Source: an optimization exercise on an open RTL-to-GDS flow (aim: small area and a short achievable clock period). Production flows keep margins and buffers that such runs may drop. RTL that was checked went through simulation tests only; none was proved equivalent to the original. Power figures rest on the tool's default switching activity, not on a simulated workload.

// neuron_l2
module neuron_l2 (
    input clk,
    input reset,
    input enable,
    input startup,
    input signed [17*16-1:0] in,
    input signed [15:0] weight,
    output reg signed [15:0] out,
    output reg outvalid,
    output reg tmp3
);
Size in the first run: about 2100 cells after synthesis, ~310 I/O pins, about 23000 µm² of cells after synthesis.
Settings: LEC_CHECK=0, CAP_MARGIN=20, CORE_MARGIN=2, CORE_UTILIZATION=40, CTS_CLUSTER_DIAMETER=100, CTS_CLUSTER_SIZE=30, SETUP_SLACK_MARGIN=4.5, SLEW_MARGIN=20; clock period 7.0 ns.
standard.sh (not shown) runs the stock make flow with config.mk's settings and CLKGATE_MAP_FILE= SYNTH_SCRIPT=/design/flow/synth_recipe.tcl, a recipe that flattens the netlist after the stock synthesis.
==> flow/flow/run.sh <==
#!/bin/bash
# Standard layout, with plain buffers (not delay cells) on the ports.
set -euo pipefail
export BUFFER_PORTS_ARGS="-buffer_cell sky130_fd_sc_hd__buf_1"
bash standard.sh synth > make_synth.log 2>&1
bash standard.sh finish > make_finish.log 2>&1
Next try:
ABC_AREA = 1   (was default)
What happened:
- The new run ran to the end with no violations
- setup slack is better by 0.0067 ns
- die area fell by 1.1%
- clock skew is about the same

* * *

## main
Another version of the RTL of neuron_l2 (not shown whole).
Size: about 310 I/O pins.
// neuron_l2
module neuron_l2 (
    input clk,
    input reset,
    input enable,
    input startup,
    input signed [17*16-1:0] in,
    input signed [15:0] weight,
    output reg signed [15:0] out,
    output reg outvalid,
    output reg tmp3
);
    wire load = enable & startup;
    wire comp = enable & ~startup;
    reg [15:0] C [0:16];
    reg [16:0] V;        
    reg [16:0] z;        
    reg [16:0] wz;       
    reg [15:0] wr;
    reg ld1;
    integer j;
    always @(posedge clk) begin
        wr <= weight;
        ld1 <= load;
        if (!ld1) wz <= {z[14:0], z[16:15]};
        for (j = 0; j < 17; j = j + 1)
            C[j] <= (ld1 & wz[j]) ? wr : C[(j + 16) % 17];
    end
    always @(posedge clk or posedge reset) begin
        if (reset) begin
            V <= 17'd0;
            z <= 17'd1;
        end else begin
            V <= ({17{ld1}} & wz) | {V[15:0], V[16]};
            z <= {z[15:0], z[16]};
        end
    end
    reg [4:0] raddr;
    reg newIn, s1, s2;
    always @(posedge clk or posedge reset) begin
        if (reset) begin
            raddr <= 0; newIn <= 0; s1 <= 0; s2 <= 0; tmp3 <= 0; outvalid <= 0;
        end else if (enable) begin
            if (startup) begin
                raddr <= 0; newIn <= 0;
            end else if (raddr == 5'd16) begin
                raddr <= 0; newIn <= 1;
            end else begin
                raddr <= raddr + 5'd1; newIn <= 0;
            end
            s1 <= newIn; s2 <= s1; tmp3 <= s2; outvalid <= tmp3;
        end else begin
            raddr <= 0; newIn <= 0;
        end
    end
    reg [15:0] xsel;
    integer i;
    always @(*) begin
        xsel = 16'd0;
        for (i = 0; i < 17; i = i + 1)
            xsel = xsel | (in[16*i +: 16] & {16{z[i] & V[0]}});
    end
    reg [15:0] xr;
    reg [7:0] bp1, bn1, bp2, bn2;
    wire [16:0] we = {C[0], 1'b0};
    integer d;
    always @(posedge clk) begin
        xr <= xsel;
        for (d = 0; d < 8; d = d + 1) begin
            bp1[d] <= ~we[2*d+2] & (we[2*d+1] ^ we[2*d]);
            bn1[d] <=  we[2*d+2] & (we[2*d+1] ^ we[2*d]);
  ...
==> flow/config.mk <==
export PLATFORM = sky130hd
export DESIGN_NAME = neuron_l2
export DESIGN_NICKNAME = neuron_l2
export VERILOG_FILES = /design/flow/design.v
export SDC_FILE = /design/flow/constraint.sdc
export NUM_CORES = 4
export LEC_CHECK = 0
export CAP_MARGIN = 20
export CORE_MARGIN = 2
export CORE_UTILIZATION = 40
export SETUP_SLACK_MARGIN = 4.5
export SLEW_MARGIN = 20
==> flow/constraint.sdc <==
create_clock -name core_clock -period 7.0 [get_ports {clk}]
set_input_delay 1.4000 -clock core_clock [delete_from_list [all_inputs] [get_ports {clk}]]
set_output_delay 1.4000 -clock core_clock [all_outputs]
set_load 0.01 [all_outputs]
run.sh (not shown) runs the stock make flow with config.mk's settings and CLKGATE_MAP_FILE= SYNTH_SCRIPT=/design/flow/synth_recipe.tcl, a recipe that flattens the netlist after the stock synthesis.
Stock flow here: none of the scripts above is used.
main: full flow OK, the timing, DRC and antenna checks passed
Edits applied to the flow inputs when going from main to the feature branch:
--- a/flow/config.mk
+++ b/flow/config.mk
@@ -7,0 +8 @@
+export ABC_CLOCK_PERIOD_IN_PS = 2000
==> run notes <==
Between the feature branch and main, the instance count on the critical path does not differ in any meaningful way.
Total of fill cells in the finished design came out exactly the same in the feature branch and main.
met1 routing resource usage after global routing across the feature branch and main: no real change.
Function was not checked in any run of this note: the RTL went through the layout flow alone.

* * *

Starting RTL as in the previous note.
Design neuron_l2, start of the top module:
module neuron_l2 (
    input clk,
    input reset,
    input enable,
    input startup,
    input signed [17*16-1:0] in,
    input signed [15:0] weight,
    output reg signed [15:0] out,
    output reg outvalid,
    output reg tmp3
);
clock: 7.0 ns
lec_check: 0
cap_margin: 20
core_margin: 2
core_utilization: 40
slew_margin: 20
Edit:
==> flow/flow/run.sh (new file) <==
#!/bin/bash
# Standard layout, with plain buffers (not delay cells) on the ports.
set -euo pipefail
export BUFFER_PORTS_ARGS="-buffer_cell sky130_fd_sc_hd__buf_2"
bash standard.sh synth > make_synth.log 2>&1
bash standard.sh finish > make_finish.log 2>&1
==> flow/standard.sh (new file) <==
#!/bin/bash
# synth_recipe.tcl (not shown) runs the flow's synth.tcl, then flattens the netlist and writes it again
# the make line also repeats each setting of config.mk as NAME=value (left out here)
make -C /OpenROAD-flow-scripts/flow DESIGN_CONFIG=/design/flow/config.mk WORK_HOME=/design/flow/orfs CLKGATE_MAP_FILE= SYNTH_SCRIPT=/design/flow/synth_recipe.tcl "${@:-finish}"
- SETUP_SLACK_MARGIN: not set -> 4.5
removed: flow/run.sh
Outcome: First-iteration DRC count went up by 0.43%. Die area stays the same. Wire length increases by 0.77%. Sequential share of layout area climbs by 0.67 points. Clock power hardly moves. Register-to-register slack gains 0.64 ns. Final area is lower by 0.82%. Count of clock-buffer cells in the layout drops by 4. Hold slack barely changes. Total power climbs by 4.1%. Via count goes up by 2.6%.
No functional check of the RTL was part of any run of this note.

re-timing with driven ports:
No port has a modelled driver above. Below, the same layouts with a new extraction and two added sets of constraints. Step 1 (the two cells are an assumption about what drives the block):
set clk [get_ports {clk}]
set_driving_cell -lib_cell sky130_fd_sc_hd__clkbuf_16 $clk
set_driving_cell -lib_cell sky130_fd_sc_hd__buf_2 [delete_from_list [all_inputs] $clk]
Step 2 times the ports against the registers' clock, not the clock port: input delays grow and output delays shrink by t, the midpoint of the rising clock arrivals with the driver on. Three values: ideal, step 1, step 2; two values: the first two.
run | t (ns) | setup slack, ns | slew at the worst register clock pin (ns)
the first run of note 1 | 0.647 | 4.534 / 4.478 / 3.980 | 0.12 / 0.12
the second run of note 1 | 0.640 | 4.541 / 4.483 / 4.032 | 0.12 / 0.12
main | 0.665 | 4.414 / 4.414 / 3.865 | 0.07 / 0.07
the feature branch | 0.665 | 4.414 / 4.414 / 3.865 | 0.07 / 0.07
the first run of note 3 | 0.663 | 3.733 / 3.733 / 3.733 | 0.07 / 0.07
the second run of note 3 | 0.654 | 4.370 / 4.370 / 4.294 | 0.07 / 0.07
After both steps every run listed still meets setup and hold. For the first run of note 1, which loses most, drivers alone change the setup slack by -0.056 ns; drivers and shift together by -0.554 ns.
